This is an optimization exercise on Yosys and OpenROAD, whose aim is small area, a short achievable clock period and few clock cycles, not a production implementation.
Function was checked by simulation only, so behaviour that the tests miss may differ from the original.
Power is estimated from default activity; no workload was simulated.

## cpu_hazard
module cpu_hazard(input wire clk,
           input wire rst,
           input wire enable,
           input wire start,
           output wire d_we,
           output wire [7:0] i_addr,
           output wire [7:0] d_addr,
           input  wire [15:0] i_datain,
           input  wire [15:0] d_datain,
           output wire [15:0] d_dataout,
           output wire busy
    );
Size in the first run: roughly 70 I/O pins.
clock: 6.0 ns
lec_check: 0
abc_area: 1
cap_margin: 20
core_margin: 2
core_utilization: 40
setup_slack_margin: 2.5
slew_margin: 20
run.sh (not shown) runs the stock make flow with config.mk's settings and CLKGATE_MAP_FILE= SYNTH_SCRIPT=/design/flow/synth_recipe.tcl, a recipe that flattens the netlist after the stock synthesis.
The baseline finished with timing, DRC and antenna clean.
Testbench counts at the start, summed over its fixed seeds: cycles 82,400.
Next try:
- ABC_AREA: 1 -> unset
- CORE_UTILIZATION: 40 -> 60
Result: Sequential cell count does not change; non-clock buffer count climbs by 2; critical path depth climbs by 3; worst setup slack loses 95 ps; area after synthesis drops by a few percent.
Next try:
==> flow/flow/run.sh (new file) <==
#!/bin/bash
# Layout flow: the standard ORFS flow (standard synthesis, floorplan, power grid,
# placement, CTS, routing) with two changes to how the resizer works:
#  - ports are buffered with a plain buffer (buf_4) instead of the delay cell the
#    platform picks by default;
#  - the resizer may change a cell to any equivalent cell, not only one with the
#    same footprint (MATCH_CELL_FOOTPRINT=0).
# ORFS writes each step's full log under orfs/logs; make's own output goes to flow.log.
set -euo pipefail
bash standard.sh MATCH_CELL_FOOTPRINT=0 "BUFFER_PORTS_ARGS=-buffer_cell sky130_fd_sc_hd__buf_4" finish > flow.log 2>&1
==> flow/standard.sh (new file) <==
#!/bin/bash
# synth_recipe.tcl (not shown) runs the flow's synth.tcl, then flattens the netlist and writes it again
# the make line also repeats each setting of config.mk as NAME=value (left out here)
make -C /OpenROAD-flow-scripts/flow DESIGN_CONFIG=/design/flow/config.mk WORK_HOME=/design/flow/orfs CLKGATE_MAP_FILE= SYNTH_SCRIPT=/design/flow/synth_recipe.tcl "${@:-finish}"
- CORE_UTILIZATION: 60 -> 40
removed: flow/run.sh
The changed run completed with no timing, DRC or antenna violations.
Worst setup slack improves by 19 ps.
Cell area shrinks by about 0.7%.
Global-route usage shrinks by 12 points.
Final cell count grows by about 7%.
Clock power grows by about 3%.
Clock skew hardly moves.
Total power grows by about 0.5%.
Next try:
- SETUP_SLACK_MARGIN: 2.5 -> 3.0
After rerunning: The changed run passed the timing, design-rule and antenna checks; final area came out higher by a few percent; clock power came out lower by a few percent; core utilization came out higher by 2.3 points; routed wire length came out higher by a few percent; worst hold slack gets better by 4.9 ps.

---

== fjord ==
cpu_hazard, a different RTL version from the one above (not shown whole).
Size in the first run: roughly 1,400 cells after synthesis, roughly 200 flip-flops.
export LEC_CHECK = 0
export CAP_MARGIN = 20
export CORE_MARGIN = 2
export CORE_UTILIZATION = 40
export SETUP_SLACK_MARGIN = 2.3
export SLEW_MARGIN = 20
create_clock -name core_clock -period 6.0 [get_ports {clk}]
standard.sh (not shown) runs the stock make flow with config.mk's settings and CLKGATE_MAP_FILE= SYNTH_SCRIPT=/design/flow/synth_recipe.tcl, a recipe that flattens the netlist after the stock synthesis.
==> flow/flow/run.sh <==
#!/bin/bash
# Layout flow: the standard ORFS flow (standard synthesis, floorplan, power grid,
# placement, CTS, routing) with two changes to how the resizer works:
#  - ports are buffered with a plain buffer (buf_4) instead of the delay cell the
#    platform picks by default;
#  - the resizer may change a cell to any equivalent cell, not only one with the
#    same footprint (MATCH_CELL_FOOTPRINT=0).
# ORFS writes each step's full log under orfs/logs; make's own output goes to flow.log.
set -euo pipefail
bash standard.sh MATCH_CELL_FOOTPRINT=0 "BUFFER_PORTS_ARGS=-buffer_cell sky130_fd_sc_hd__buf_4" finish > flow.log 2>&1
fjord: no failed stages, no open violations at the end
Testbench counts of fjord, summed over its fixed seeds: cycles 82,400.
What maple does differently from fjord at the input level:
Settings: SETUP_SLACK_MARGIN changed from 2.3 to 2.4.
==> flow/flow/run.sh <==
#!/bin/bash
# Layout flow: the standard ORFS flow (standard synthesis, floorplan, power grid,
# placement, CTS, routing) with these changes to how the layout is made:
#  - ports are buffered with a plain buffer (buf_4) instead of the delay cell the
#    platform picks by default;
#  - the resizer may change a cell to any equivalent cell, not only one with the
#    same footprint (MATCH_CELL_FOOTPRINT=0);
#  - clock tree synthesis adds no dummy load cells (the standard CTS arguments
#    plus -dont_use_dummy_load),
#    with clusters of up to 20 sinks within 200 um.
# ORFS writes each step's full log under orfs/logs; make's own output goes to flow.log.
set -euo pipefail
bash standard.sh MATCH_CELL_FOOTPRINT=0 \
  "BUFFER_PORTS_ARGS=-buffer_cell sky130_fd_sc_hd__buf_4" \
  "CTS_ARGS=-sink_clustering_enable -repair_clock_nets -dont_use_dummy_load -sink_clustering_size 20 -sink_clustering_max_diameter 200" \
  finish > flow.log 2>&1
==> comparison <==
- Result for fjord and maple: all clean
- Compared with fjord, maple shows a minimum clock period that is 0.060 ns lower.
- Met2 layer wire length in the routed design (maple vs. fjord) decreases by a few percent
- From fjord to maple the numbers moved as follows: post-route met1 wirelength higher; arrival time of the worst setup path now smaller; layout buffer count excluding clock buffers grew by 4.2%; average wire per cell in the routed design shows a reduction of about 1.2%; critical path depth moved up.
- Looking at fraction of area in multi-input gates, maple sits 1.3 points higher than fjord does.
- When maple is measured against fjord, its routing usage on met3 turns out 0.25 points lower.
- Sequential share of layout area: maple vs fjord up 0.99 points
diff inputs: maple => onyx
Settings: an added PLACE_DENSITY of 0.75; a change of SETUP_SLACK_MARGIN from 2.4 to 2.5.
==> flow/flow/run.sh <==
#!/bin/bash
# Layout flow: the standard ORFS flow (standard synthesis, floorplan, power grid,
# placement, CTS, routing) with two changes to how the resizer works:
#  - ports are buffered with a plain buffer (buf_4) instead of the delay cell the
#    platform picks by default;
#  - the resizer may change a cell to any equivalent cell, not only one with the
#    same footprint (MATCH_CELL_FOOTPRINT=0).
# ORFS writes each step's full log under orfs/logs; make's own output goes to flow.log.
set -euo pipefail
bash standard.sh MATCH_CELL_FOOTPRINT=0 "BUFFER_PORTS_ARGS=-buffer_cell sky130_fd_sc_hd__buf_4" finish > flow.log 2>&1
### Flow results
- Post-synthesis compound-gate area fraction of maple is on par with onyx.
- onyx vs. maple: maximum net fanout on the critical path has increased, met2 usage in global routing has increased, data arrival time of the worst path has increased.
- ex_s_shl as the launching instance or port of the critical path was reported by onyx, and i_datain[15] by maple.
[inputs] cedar vs onyx
Settings: removing PLACE_DENSITY (formerly 0.75); changing SETUP_SLACK_MARGIN from 2.5 to 2.7.
==> flow/flow/run.sh <==
#!/bin/bash
# Layout flow: the standard ORFS flow (standard synthesis, floorplan, power grid,
# placement, CTS, routing) with these changes to how the layout is made:
#  - ports are buffered with a plain buffer (buf_4) instead of the delay cell the
#    platform picks by default;
#  - the resizer may change a cell to any equivalent cell, not only one with the
#    same footprint (MATCH_CELL_FOOTPRINT=0);
#  - clock tree synthesis adds no dummy load cells (the standard CTS arguments
#    plus -dont_use_dummy_load).
# ORFS writes each step's full log under orfs/logs; make's own output goes to flow.log.
set -euo pipefail
bash standard.sh MATCH_CELL_FOOTPRINT=0 \
  "BUFFER_PORTS_ARGS=-buffer_cell sky130_fd_sc_hd__buf_4" \
  "CTS_ARGS=-sink_clustering_enable -repair_clock_nets -dont_use_dummy_load" \
  finish > flow.log 2>&1
==> results.txt <==
Every stage of the flow completed for cedar, and the final layout passed the timing, design-rule and antenna checks. Re number of buffers added for setup after CTS: onyx was lower than cedar. The area overhead of the layout relative to synthesis of cedar exceeds that of onyx by 5.5 points. Via count is higher on cedar. Against onyx, cedar reports a first-pass GRT wire length that is higher. In cedar, the antenna diode count came out 1 above the value in onyx. Fmax: cedar vs onyx up about 6%. From onyx to cedar, total die area did not move at all. The post-route cell area of cedar is higher than that of onyx. On number of buffers between clock root and the deepest sink, onyx tracks cedar almost exactly. Lower final critical-path share of the clock period among onyx and cedar: cedar.

-- what the ideal ports hide --
The flow's constraints put no driver on any port. The routed layouts listed below were extracted and timed again, unchanged, in two steps. Step 1 assumes that a clkbuf_16 drives the clock port and a buf_2 every other input. Step 2 times the ports against the registers' clock, not the clock port: input delays grow and output delays shrink by t, the midpoint of the rising clock arrivals with the driver on. a / b / c = ideal ports / drivers / drivers and shift; a / b = the first two.
run | t, ns | setup WS [ns] | worst setup path at the end | worst register clock-pin slew, ns | worst data-port slew with drivers (ns)
the first run of note 1 | 0.599 | 2.622 / 2.651 / 2.052 | input to register | 0.07 / 0.07 | 0.06
the second run of note 1 | 0.570 | 2.527 / 2.556 / 1.986 | input to register | 0.07 / 0.07 | 0.03
the third run of note 1 | 0.578 | 2.546 / 2.546 / 2.023 | input to register | 0.07 / 0.07 | 0.18
the fourth run of note 1 | 0.579 | 2.818 / 2.680 / 2.101 | input to register | 0.07 / 0.07 | 0.19
fjord | 0.569 | 2.370 / 2.365 / 1.813 | input to register | 0.07 / 0.07 | 0.05
maple | 0.520 | 2.430 / 2.436 / 1.917 | input to register | 0.10 / 0.10 | 0.05
onyx | 0.562 | 2.493 / 2.493 / 1.997 | input to register | 0.07 / 0.07 | 0.05
cedar | 0.560 | 2.696 / 2.577 / 2.017 | input to register | 0.06 / 0.06 | 0.20
After both steps every run listed still meets setup and hold. The setup slack of the fourth run of note 1, which loses most, moves by -0.138 ns with the drivers and by -0.717 ns with both steps.
